Context: an optimization exercise on an open-source flow, tuned for small area, a short achievable clock period and few clock cycles. The choices shown serve that exercise and are no tape-out recipe. Only simulation tests tie the RTL to the original design; equivalence was not proved. Power and IR drop assume default switching activity.

==> run a: inputs <==
## FBCPU
module FBCPU #(
    parameter ADDRESS_WIDTH = 6,
    parameter DATA_WIDTH = 10
)(
    input clk,
    input rst,
    output reg [DATA_WIDTH-1:0] MDRIn,
    output reg RAMWr,
    output reg [ADDRESS_WIDTH-1:0] MAR,
    input [DATA_WIDTH-1:0] MDROut,
    output reg [5:0] PC,
    output HLT
);
reg        dec;         
reg        hlt;         
reg  [2:0] xop;         
reg  [9:0] ACC;
reg        busy;
reg        mmul;        
reg        ph2;         
reg  [9:0] P;           
reg  [9:0] A;           
reg  [3:0] k;           
reg        pb;          
assign HLT = hlt;
wire [3:0] op   = MDROut[9:6];
wire [5:0] a    = MDROut[5:0];
wire       accz = (ACC == 10'd0);
always @(*) begin
    MDRIn = ACC;
    RAMWr = dec & (op == 4'd1) & ~rst;
    MAR   = dec ? a : PC;
end
wire        bone  = P[0] ^ pb;
wire        btwo  = ~bone & (P[1] ^ P[0]);
wire        bzero = ~bone & ~btwo;
wire [10:0] yb  = busy ? ((mmul ? btwo : ~ph2) ? {A, 1'b0} : {1'b0, A}) : {1'b0, MDROut};
  ...
==> module FBCPU, before the edit <==
module FBCPU #(
    parameter ADDRESS_WIDTH = 6,
    parameter DATA_WIDTH = 10
)(
    input clk,
    input rst,
    output reg [DATA_WIDTH-1:0] MDRIn,
    output reg RAMWr,
    output reg [ADDRESS_WIDTH-1:0] MAR,
    input [DATA_WIDTH-1:0] MDROut,
    output reg [5:0] PC,
    output HLT
);
reg        dec;         
reg        hlt;         
reg  [2:0] xop;         
reg  [9:0] ACC;
reg        busy;
reg        mmul;        
reg        ph2;         
reg  [9:0] P;           
reg  [9:0] A;           
reg  [3:0] k;           
reg        pb;          
assign HLT = hlt;
wire [3:0] op   = MDROut[9:6];
wire [5:0] a    = MDROut[5:0];
wire       accz = (ACC == 10'd0);
always @(*) begin
    MDRIn = ACC;
    RAMWr = dec & (op == 4'd1) & ~rst;
    MAR   = dec ? a : PC;
end
wire        bone  = P[0] ^ pb;
wire        btwo  = ~bone & (P[1] ^ P[0]);
wire        bzero = ~bone & ~btwo;
wire [10:0] yb  = busy ? ((mmul ? btwo : ~ph2) ? {A, 1'b0} : {1'b0, A}) : {1'b0, MDROut};
wire        inv = busy ? (~mmul | (P[1] & ~bzero)) : xop[0];
wire        ym  = ~busy | ~mmul | ~bzero;
wire [10:0] y   = inv ? ~yb : (ym ? yb : 11'd0);
wire [10:0] x = {1'b0, ACC};
reg  [10:0] s0, s1;        
reg  [11:0] c0, c1;        
reg         k4r, k8r0, k8r1;
integer i;
always @(*) begin
    k4r = 1'b0; k8r0 = 1'b0; k8r1 = 1'b0;
    c0 = 12'd0;
    c1 = 12'd0;
    c0[0] = inv;
    c1[0] = inv;
    for (i = 0; i < 11; i = i + 1) begin
        if (i == 4) k4r = c0[4];
        if (i == 8) begin k8r0 = c0[8]; k8r1 = c1[8]; end
        if (i == 4 || i == 8) begin
            c0[i] = 1'b0;
            c1[i] = 1'b1;
        end
        s0[i]   = x[i] ^ y[i] ^ c0[i];
        c0[i+1] = (x[i] & y[i]) | (c0[i] & (x[i] ^ y[i]));
        s1[i]   = x[i] ^ y[i] ^ c1[i];
        c1[i+1] = (x[i] & y[i]) | (c1[i] & (x[i] ^ y[i]));
    end
end
wire        k4 = k4r;
wire        k8 = k4 ? k8r1 : k8r0;
wire [10:0] s  = {k8 ? s1[10:8] : s0[10:8], k4 ? s1[7:4] : s0[7:4], s0[3:0]};
wire        c11 = k8 ? c1[11] : c0[11];
wire ge  = c11;
wire mdz = (MDROut == 10'd0);                     
wire mul_end = (P[9:1] == 9'd0) | (A[7:0] == 8'd0);
always @(posedge clk) begin
    if (rst) begin
        dec  <= 1'b0;
        hlt  <= 1'b0;
        xop  <= 3'd1;
        busy <= 1'b0;
        PC   <= 6'd0;
        ACC  <= 10'd0;
    end else begin
        if (busy) begin
            if (mmul) begin
                ACC <= s[9:0];
                P   <= {2'b0, P[9:2]};
                pb  <= P[1];
                A   <= {A[7:0], 2'b0};
                if (mul_end) begin
                    busy <= 1'b0;
                    dec  <= 1'b1;
                end
            end else if (!ph2) begin
                if (ge) begin
                    A <= {A[8:0], 1'b0};
                    k <= k + 4'd1;
                end else begin
                    ph2 <= 1'b1;
                end
            end else begin
                if (k == 4'd1) begin
                    ACC  <= {P[8:0], ge};
                    busy <= 1'b0;
                    dec  <= 1'b1;
                end else if (ge) begin
                    ACC <= s[9:0];
                end
                P <= {P[8:0], ge};
                A <= {1'b0, A[9:1]};
                k <= k - 4'd1;
            end
        end
        if (hlt) begin
        end else if (!dec) begin
            xop <= 3'd1;
            if (!busy) dec <= 1'b1;
            case (xop)
                3'd0: ACC <= MDROut;
                3'd2, 3'd3: ACC <= s[9:0];
                3'd4: begin
                    ACC <= ACC[0] ? MDROut : 10'd0;
                    if (ACC[9:1] != 9'd0) begin
                        P    <= {1'b0, ACC[9:1]};
                        pb   <= 1'b0;
                        A    <= {MDROut[8:0], 1'b0};
                        mmul <= 1'b1;
                        busy <= 1'b1;
                        dec  <= 1'b0;
                    end
                end
                3'd5: begin
                    P    <= 10'd0;
                    A    <= MDROut;
                    k    <= 4'd1;
                    mmul <= 1'b0;
                    ph2  <= 1'b0;
                    if (mdz) begin
                        ACC  <= 10'h3FF;        
                    end else if (!ge) begin
                        ACC  <= 10'd0;          
                    end else begin
                        busy <= 1'b1;
                        dec  <= 1'b0;
                    end
                end
                default: ;
            endcase
        end else begin
            if (op[3]) begin
                PC  <= PC + 6'd1;
                dec <= 1'b0;
                hlt <= op[2] | op[1] | op[0];
            end else if (op[2] & op[1] & (~op[0] | accz)) begin
                PC  <= a;                       
            end else begin
                PC  <= PC + 6'd1;
                dec <= 1'b0;
                xop <= op[2:0];                 
            end
        end
    end
end
endmodule
export LEC_CHECK = 0
export ABC_AREA = 1
export CAP_MARGIN = 20
export CORE_MARGIN = 2
export CORE_UTILIZATION = 40
export SLEW_MARGIN = 20
create_clock -name core_clock -period 20.0 [get_ports {clk}]
standard.sh (not shown) runs the stock make flow with config.mk's settings and CLKGATE_MAP_FILE= SYNTH_SCRIPT=/design/flow/synth_recipe.tcl, a recipe that flattens the netlist after the stock synthesis.
==> flow/flow/run.sh <==
#!/bin/bash
# Standard ORFS layout (the standard.sh, unchanged synthesis) with two
# changes to how the layout is optimised, not to the constraints:
#  - port buffers are buf_2 instead of the resizer's default pick
#  - repair_timing aims for a larger setup margin, so it shortens the
#    critical paths although the 20 ns clock is met with room to spare
set -euo pipefail
bash standard.sh \
  "BUFFER_PORTS_ARGS=-buffer_cell sky130_fd_sc_hd__buf_2" \
  "SETUP_SLACK_MARGIN=${MARGIN:-11.5}" \
  finish > layout.log 2>&1
==> run b: changes against run a <==
--- a/flow/design.v
+++ b/flow/design.v
@@ -22,5 +22,4 @@
 reg  [9:0] P;           
 reg  [9:0] A;           
-reg  [3:0] k;           
 reg        pb;          
 assign HLT = hlt;
@@ -68,6 +67,5 @@
 wire [10:0] s  = {k8 ? s1[10:8] : s0[10:8], k4 ? s1[7:4] : s0[7:4], s0[3:0]};
 wire        c11 = k8 ? c1[11] : c0[11];
-wire ge  = c11;
-wire mdz = (MDROut == 10'd0);                     
+wire ge  = c11;                     
 wire mul_end = (P[9:1] == 9'd0) | (A[7:0] == 8'd0);
 always @(posedge clk) begin
@@ -84,5 +82,4 @@
                 ACC <= s[9:0];
                 P   <= {2'b0, P[9:2]};
-                pb  <= P[1];
                 A   <= {A[7:0], 2'b0};
                 if (mul_end) begin
@@ -91,12 +88,10 @@
                 end
             end else if (!ph2) begin
-                if (ge) begin
+                if (ge & ~P[0]) begin
                     A <= {A[8:0], 1'b0};
-                    k <= k + 4'd1;
-                end else begin
-                    ph2 <= 1'b1;
+                    P <= {1'b0, P[9:1]};
                 end
             end else begin
-                if (k == 4'd1) begin
+                if (P[9]) begin
                     ACC  <= {P[8:0], ge};
                     busy <= 1'b0;
@@ -107,21 +102,23 @@
                 P <= {P[8:0], ge};
                 A <= {1'b0, A[9:1]};
-                k <= k - 4'd1;
             end
+        end else begin
+            A    <= MDROut;
+            P    <= xop[0] ? 10'h200 : ACC;
+            mmul <= ~xop[0];
         end
+        pb  <= busy & P[1];             
+        ph2 <= busy & (ph2 | ~ge | P[0]);   
+        xop <= op[2:0] | {2'b0, op[3]};
         if (hlt) begin
         end else if (!dec) begin
-            xop <= 3'd1;
-            if (!busy) dec <= 1'b1;
+            if (!busy) begin
+            dec <= 1'b1;
             case (xop)
                 3'd0: ACC <= MDROut;
                 3'd2, 3'd3: ACC <= s[9:0];
                 3'd4: begin
-                    ACC <= ACC[0] ? MDROut : 10'd0;
-                    if (ACC[9:1] != 9'd0) begin
-                        P    <= {1'b0, ACC[9:1]};
-                        pb   <= 1'b0;
-                        A    <= {MDROut[8:0], 1'b0};
-                        mmul <= 1'b1;
+                    ACC <= 10'd0;
+                    if (!accz) begin
                         busy <= 1'b1;
                         dec  <= 1'b0;
@@ -129,12 +126,5 @@
                 end
                 3'd5: begin
-                    P    <= 10'd0;
-                    A    <= MDROut;
-                    k    <= 4'd1;
-                    mmul <= 1'b0;
-                    ph2  <= 1'b0;
-                    if (mdz) begin
-                        ACC  <= 10'h3FF;        
-                    end else if (!ge) begin
+                    if (!ge) begin
                         ACC  <= 10'd0;          
                     end else begin
@@ -145,4 +135,5 @@
                 default: ;
             endcase
+            end
         end else begin
             if (op[3]) begin
@@ -153,7 +144,6 @@
                 PC  <= a;                       
             end else begin
-                PC  <= PC + 6'd1;
+                PC  <= PC + 6'd1;               
                 dec <= 1'b0;
-                xop <= op[2:0];                 
             end
         end
==> run c: changes against run a <==
==> flow/design.v (replaced) <==
`timescale 1ns / 1ps
module FBCPU #(
    parameter ADDRESS_WIDTH = 6,
    parameter DATA_WIDTH = 10
)(
    input clk,
    input rst,
    output reg [DATA_WIDTH-1:0] MDRIn,
    output reg RAMWr,
    output reg [ADDRESS_WIDTH-1:0] MAR,
    input [DATA_WIDTH-1:0] MDROut,
    output reg [5:0] PC,
    output HLT
);
reg        dec;         
reg        hlt;         
reg  [2:0] xop;         
reg  [9:0] ACC;
reg        busy;
reg        mmul;        
reg        ph2;         
reg  [9:0] P;           
reg [10:0] A;           
reg  [3:0] k;           
assign HLT = hlt;
wire [3:0] op    = MDROut[9:6];
wire [5:0] a     = MDROut[5:0];
wire memop = ~op[3] & ~(op[2] & op[1]);
wire isSTO = (op == 4'd1);
wire isJZ  = (op == 4'd7);
wire isHLT = op[3] & (op[2] | op[1] | op[0]);
wire accz  = (ACC == 10'd0);
wire md_last = mmul ? (P[9:1] == 9'd0) : (ph2 & (k == 4'd1));
wire wait_rd = busy & ~md_last;       
wire wait_ac = busy;                  
wire stall = ~op[3] & (op[2] & op[1] ? (op[0] & wait_ac)
                                     : (isSTO ? wait_ac : wait_rd));
wire use_a = ~op[3] & ~stall & ~(op[2] & op[1] & op[0] & ~accz);
always @(*) begin
    MDRIn = ACC;
    RAMWr = dec & isSTO & ~wait_ac & ~rst;
    if (dec & use_a)
        MAR = a;
    else if (dec & ~stall)
        MAR = PC + 6'd1;
    else
        MAR = PC;
end
wire [10:0] yb  = busy ? ((~mmul & ph2) ? {1'b0, A[10:1]} : A) : {1'b0, MDROut};
wire        inv = busy ? ~mmul : xop[0];
wire        ym  = ~busy | ~mmul | P[0];
wire [10:0] y   = inv ? ~yb : (ym ? yb : 11'd0);
reg  [11:0] c;
reg  [10:0] s;
integer i;
always @(*) begin
    c[0] = inv;
    for (i = 0; i < 11; i = i + 1) begin
        s[i]   = (i < 10 ? ACC[i] : 1'b0) ^ y[i] ^ c[i];
        c[i+1] = ((i < 10 ? ACC[i] : 1'b0) & y[i]) | (c[i] & ((i < 10 ? ACC[i] : 1'b0) ^ y[i]));
    end
end
wire ge  = c[11];                     
wire mdz = (MDROut == 10'd0);
always @(posedge clk) begin
    if (rst) begin
        dec  <= 1'b0;
        hlt  <= 1'b0;
        xop  <= 3'd1;
        busy <= 1'b0;
        PC   <= 6'd0;
        ACC  <= 10'd0;
    end else begin
        if (busy) begin
            if (mmul) begin
                ACC <= s[9:0];
                P   <= {1'b0, P[9:1]};
                A   <= {A[9:0], 1'b0};
                if (P[9:1] == 9'd0) busy <= 1'b0;
            end else if (!ph2) begin
                if (ge) begin
                    A <= {A[9:0], 1'b0};
                    k <= k + 4'd1;
                end else begin
                    ph2 <= 1'b1;
                end
            end else begin
                if (k == 4'd1) begin
                    ACC  <= {P[8:0], ge};
                    busy <= 1'b0;
                end else if (ge) begin
                    ACC <= s[9:0];
                end
                P <= {P[8:0], ge};
                A <= {1'b0, A[10:1]};
                k <= k - 4'd1;
            end
        end
        if (hlt) begin
        end else if (!dec) begin
            dec <= 1'b1;
            case (xop)
                3'd0: ACC <= MDROut;
                3'd2, 3'd3: ACC <= s[9:0];
                3'd4: begin
                    ACC <= ACC[0] ? MDROut : 10'd0;
                    if (ACC[9:1] != 9'd0) begin
                        P    <= {1'b0, ACC[9:1]};
                        A    <= {MDROut, 1'b0};
                        mmul <= 1'b1;
                        busy <= 1'b1;
                    end
                end
                3'd5: begin
                    if (mdz) begin
                        ACC <= 10'h3FF;
                    end else if (!ge) begin
                        ACC <= 10'd0;           
                    end else begin
                        P    <= 10'd0;
                        A    <= {MDROut, 1'b0};
                        k    <= 4'd1;
                        mmul <= 1'b0;
                        ph2  <= 1'b0;
                        busy <= 1'b1;
                    end
                end
                default: ;
            endcase
        end else if (!stall) begin
            if (memop) begin
                PC  <= PC + 6'd1;
                dec <= 1'b0;
                xop <= op[2:0];
            end else if (use_a) begin
                PC  <= a;
            end else if (isHLT) begin
                PC  <= PC + 6'd1;
                hlt <= 1'b1;
                dec <= 1'b0;
            end else begin
                PC  <= PC + 6'd1;
            end
        end
    end
end
endmodule
==> flow/run.sh (new file) <==
#!/bin/bash
# synth_recipe.tcl (not shown) runs the flow's synth.tcl, then flattens the netlist and writes it again
# the make line also repeats each setting of config.mk as NAME=value (left out here)
make -C /OpenROAD-flow-scripts/flow DESIGN_CONFIG=/design/flow/config.mk WORK_HOME=/design/flow/orfs CLKGATE_MAP_FILE= SYNTH_SCRIPT=/design/flow/synth_recipe.tcl finish
removed: flow/flow/run.sh
removed: flow/standard.sh
==> run d: changes against run a <==
--- a/flow/design.v
+++ b/flow/design.v
@@ -21,7 +21,6 @@
 reg        ph2;         
 reg  [9:0] P;           
-reg  [9:0] A;           
+reg [10:0] A;           
 reg  [3:0] k;           
-reg        pb;          
 assign HLT = hlt;
 wire [3:0] op   = MDROut[9:6];
@@ -33,10 +32,7 @@
     MAR   = dec ? a : PC;
 end
-wire        bone  = P[0] ^ pb;
-wire        btwo  = ~bone & (P[1] ^ P[0]);
-wire        bzero = ~bone & ~btwo;
-wire [10:0] yb  = busy ? ((mmul ? btwo : ~ph2) ? {A, 1'b0} : {1'b0, A}) : {1'b0, MDROut};
-wire        inv = busy ? (~mmul | (P[1] & ~bzero)) : xop[0];
-wire        ym  = ~busy | ~mmul | ~bzero;
+wire [10:0] yb  = busy ? ((~mmul & ph2) ? {1'b0, A[10:1]} : A) : {1'b0, MDROut};
+wire        inv = busy ? ~mmul : xop[0];
+wire        ym  = ~busy | ~mmul | P[0];
 wire [10:0] y   = inv ? ~yb : (ym ? yb : 11'd0);
 wire [10:0] x = {1'b0, ACC};
@@ -68,7 +64,6 @@
 wire [10:0] s  = {k8 ? s1[10:8] : s0[10:8], k4 ? s1[7:4] : s0[7:4], s0[3:0]};
 wire        c11 = k8 ? c1[11] : c0[11];
-wire ge  = c11;
-wire mdz = (MDROut == 10'd0);                     
-wire mul_end = (P[9:1] == 9'd0) | (A[7:0] == 8'd0);
+wire ge  = c11;                     
+wire md_last = mmul ? (P[9:1] == 9'd0) : (ph2 & (k == 4'd1));
 always @(posedge clk) begin
     if (rst) begin
@@ -83,14 +78,21 @@
             if (mmul) begin
                 ACC <= s[9:0];
-                P   <= {2'b0, P[9:2]};
-                pb  <= P[1];
-                A   <= {A[7:0], 2'b0};
-                if (mul_end) begin
+                P   <= {1'b0, P[9:1]};
+                A   <= {A[9:0], 1'b0};
+                if (P[9:1] == 9'd0) begin
                     busy <= 1'b0;
                     dec  <= 1'b1;
                 end
             end else if (!ph2) begin
-                if (ge) begin
-                    A <= {A[8:0], 1'b0};
+                if (A == 11'd0) begin
+                    ACC  <= 10'h3FF;            
+                    busy <= 1'b0;
+                    dec  <= 1'b1;
+                end else if (k == 4'd0) begin
+                    ACC  <= 10'd0;              
+                    busy <= 1'b0;
+                    dec  <= 1'b1;
+                end else if (ge) begin
+                    A <= {A[9:0], 1'b0};
                     k <= k + 4'd1;
                 end else begin
@@ -106,5 +108,5 @@
                 end
                 P <= {P[8:0], ge};
-                A <= {1'b0, A[9:1]};
+                A <= {1'b0, A[10:1]};
                 k <= k - 4'd1;
             end
@@ -121,6 +123,5 @@
                     if (ACC[9:1] != 9'd0) begin
                         P    <= {1'b0, ACC[9:1]};
-                        pb   <= 1'b0;
-                        A    <= {MDROut[8:0], 1'b0};
+                        A    <= {MDROut, 1'b0};
                         mmul <= 1'b1;
                         busy <= 1'b1;
@@ -130,16 +131,10 @@
                 3'd5: begin
                     P    <= 10'd0;
-                    A    <= MDROut;
-                    k    <= 4'd1;
+                    A    <= {MDROut, 1'b0};
+                    k    <= {3'd0, ge};
                     mmul <= 1'b0;
                     ph2  <= 1'b0;
-                    if (mdz) begin
-                        ACC  <= 10'h3FF;        
-                    end else if (!ge) begin
-                        ACC  <= 10'd0;          
-                    end else begin
-                        busy <= 1'b1;
-                        dec  <= 1'b0;
-                    end
+                    busy <= 1'b1;
+                    dec  <= 1'b0;
                 end
                 default: ;
--- a/flow/flow/run.sh
+++ b/flow/flow/run.sh
@@ -8,4 +8,4 @@
 bash standard.sh \
   "BUFFER_PORTS_ARGS=-buffer_cell sky130_fd_sc_hd__buf_2" \
-  "SETUP_SLACK_MARGIN=${MARGIN:-11.5}" \
+  "SETUP_SLACK_MARGIN=${MARGIN:-11}" \
   finish > layout.log 2>&1
==> metrics.md <==
| Metric | Value |
|---|---|
| Status | `finished clean` |
| Xor/xnor share of the synthesized area | `1.42%` |
| CP top delay family | `simple AND/OR/NAND/NOR gates` |
| Power Internal | `0.000245 W` |
| Crit-path max cell delay | `170 ps` |
| GR Util met2 | `40.3%` |
| Largest registers | `A: 11 flops, ACC: 10 flops, P: 10 flops` |
| CORE AREA | `10,400 um2` |
| Invs w/o clock | `97` |
| Fin crit share | `43.6%` |
| Pre-CTS setup slack | `10,690 ps` |
| TAP cells | `around 140` |
| Switching share of total power | `a little under half` |
(the above is from run d)
==> metrics.md <==
| Metric | Value |
|---|---|
| Xor/xnor share of the synthesized area | `1.48%` |
| CORE AREA | `8640 um2` |
| Main combinational cell family by area after synthesis | `compound AO/OA/AOI/OAI gates` |
| Switching share of total power | `between 30 and 40%` |
| TAP cells | `approximately 110` |
| Hold endpoint | `PC[1]$_SDFFE_PP0P_` |
| Invs w/o clock | `79` |
| Pre-CTS setup slack | `10,890 ps` |
| Status | `finished clean` |
| CP top delay family | `simple AND/OR/NAND/NOR gates` |
| GR Util met2 | `37.0%` |
| Drt total wl | `12,100 um` |
| Crit-path max cell delay | `approximately 140 ps` |
| # rows | `34` |
| Share of the synthesized area in the top cell type | `19.5%` |
(the above is from run b)
==> metrics.md <==
| Metric | Value |
|---|---|
| Invs w/o clock | `90` |
| Power Internal | `0.000259 W` |
| Fin crit share | `around 43%` |
| Number of flops mapped to enable cells by yosys | `27` |
| Pre-CTS setup slack | `10,460 ps` |
| Antenna cells | `0` |
| Xor/xnor share of the synthesized area | `1.39%` |
| Vias | `about 5.0k` |
| Hpwl dp | `~11,000 um` |
| CP top delay family | `simple AND/OR/NAND/NOR gates` |
| TAP cells | `140` |
| ClkCell Share | `roughly 1.6%` |
| Status | `finished clean` |
| Synth Area in Compound Gates | `between 20 and 30%` |
| GR Util met2 | `42.7%` |
| Switching share of total power | `a little under half` |
| Largest registers | `ACC: 10 flops, A: 10 flops, P: 10 flops` |
(the above is from run a)
==> metrics.md <==
| Metric | Value |
|---|---|
| Xor/xnor share of the synthesized area | `1.21%` |
| Fin crit share | `53.6%` |
| Switching share of total power | `39.2%` |
| Status | `finished clean` |
| GR Util met2 | `38.4%` |
| Pre-CTS setup slack | `9080 ps` |
| TAP cells | `140` |
| CP top delay family | `buffers and inverters` |
| Power Clock | `around 0.000073 W` |
| Power Internal | `a little over 0.0002 W` |
| CORE AREA | `10,700 um2` |
| Reg2Reg Capture Point | `A[9]$_DFFE_PN_` |
| Invs w/o clock | `108` |
| Largest registers | `A: 11 flops, ACC: 10 flops, P: 10 flops` |
(the above is from run c)
Testbench counts of run a, summed over its fixed seeds: cycles 109,453.
Testbench counts of run b, summed over its fixed seeds: cycles 113,290.
Testbench counts of run c, summed over its fixed seeds: cycles 108,927.
Testbench counts of run d, summed over its fixed seeds: cycles 118,611.

[port drivers added, routing unchanged]
In the flow no input, the clock included, has a driving cell. The finished layouts below were timed again as built, in two steps. Step 1 (the two cells are an assumption about what drives the block):
set clk [get_ports {clk}]
set_driving_cell -lib_cell sky130_fd_sc_hd__clkbuf_16 $clk
set_driving_cell -lib_cell sky130_fd_sc_hd__buf_2 [delete_from_list [all_inputs] $clk]
Step 2 times the ports against the registers' clock, not the clock port: input delays grow and output delays shrink by t, the midpoint of the rising clock arrivals with the driver on. a / b / c = no drivers / after step 1 / after step 2; a / b = the first two.
| run | shift t [ns] | setup slack, ns | worst hold slack (ns) | worst setup path after step 2 | worst data-port slew with drivers (ns) |
|---|---|---|---|---|---|
| run a | 0.349 | 11.433 / 11.388 / 11.388 | 0.530 / 0.530 / 0.530 | input to output | 0.06 |
| run b | 0.339 | 11.467 / 11.414 / 11.414 | 0.509 / 0.509 / 0.509 | input to output | 0.11 |
| run c | 0.349 | 9.274 / 9.250 / 9.028 | 0.504 / 0.504 / 0.504 | input to register | 0.03 |
| run d | 0.353 | 11.273 / 11.246 / 11.034 | 0.501 / 0.501 / 0.501 | input to register | 0.03 |
After both steps every run listed still meets setup and hold. The setup slack of run c, which loses most, moves by -0.024 ns with the drivers and by -0.246 ns with both steps.
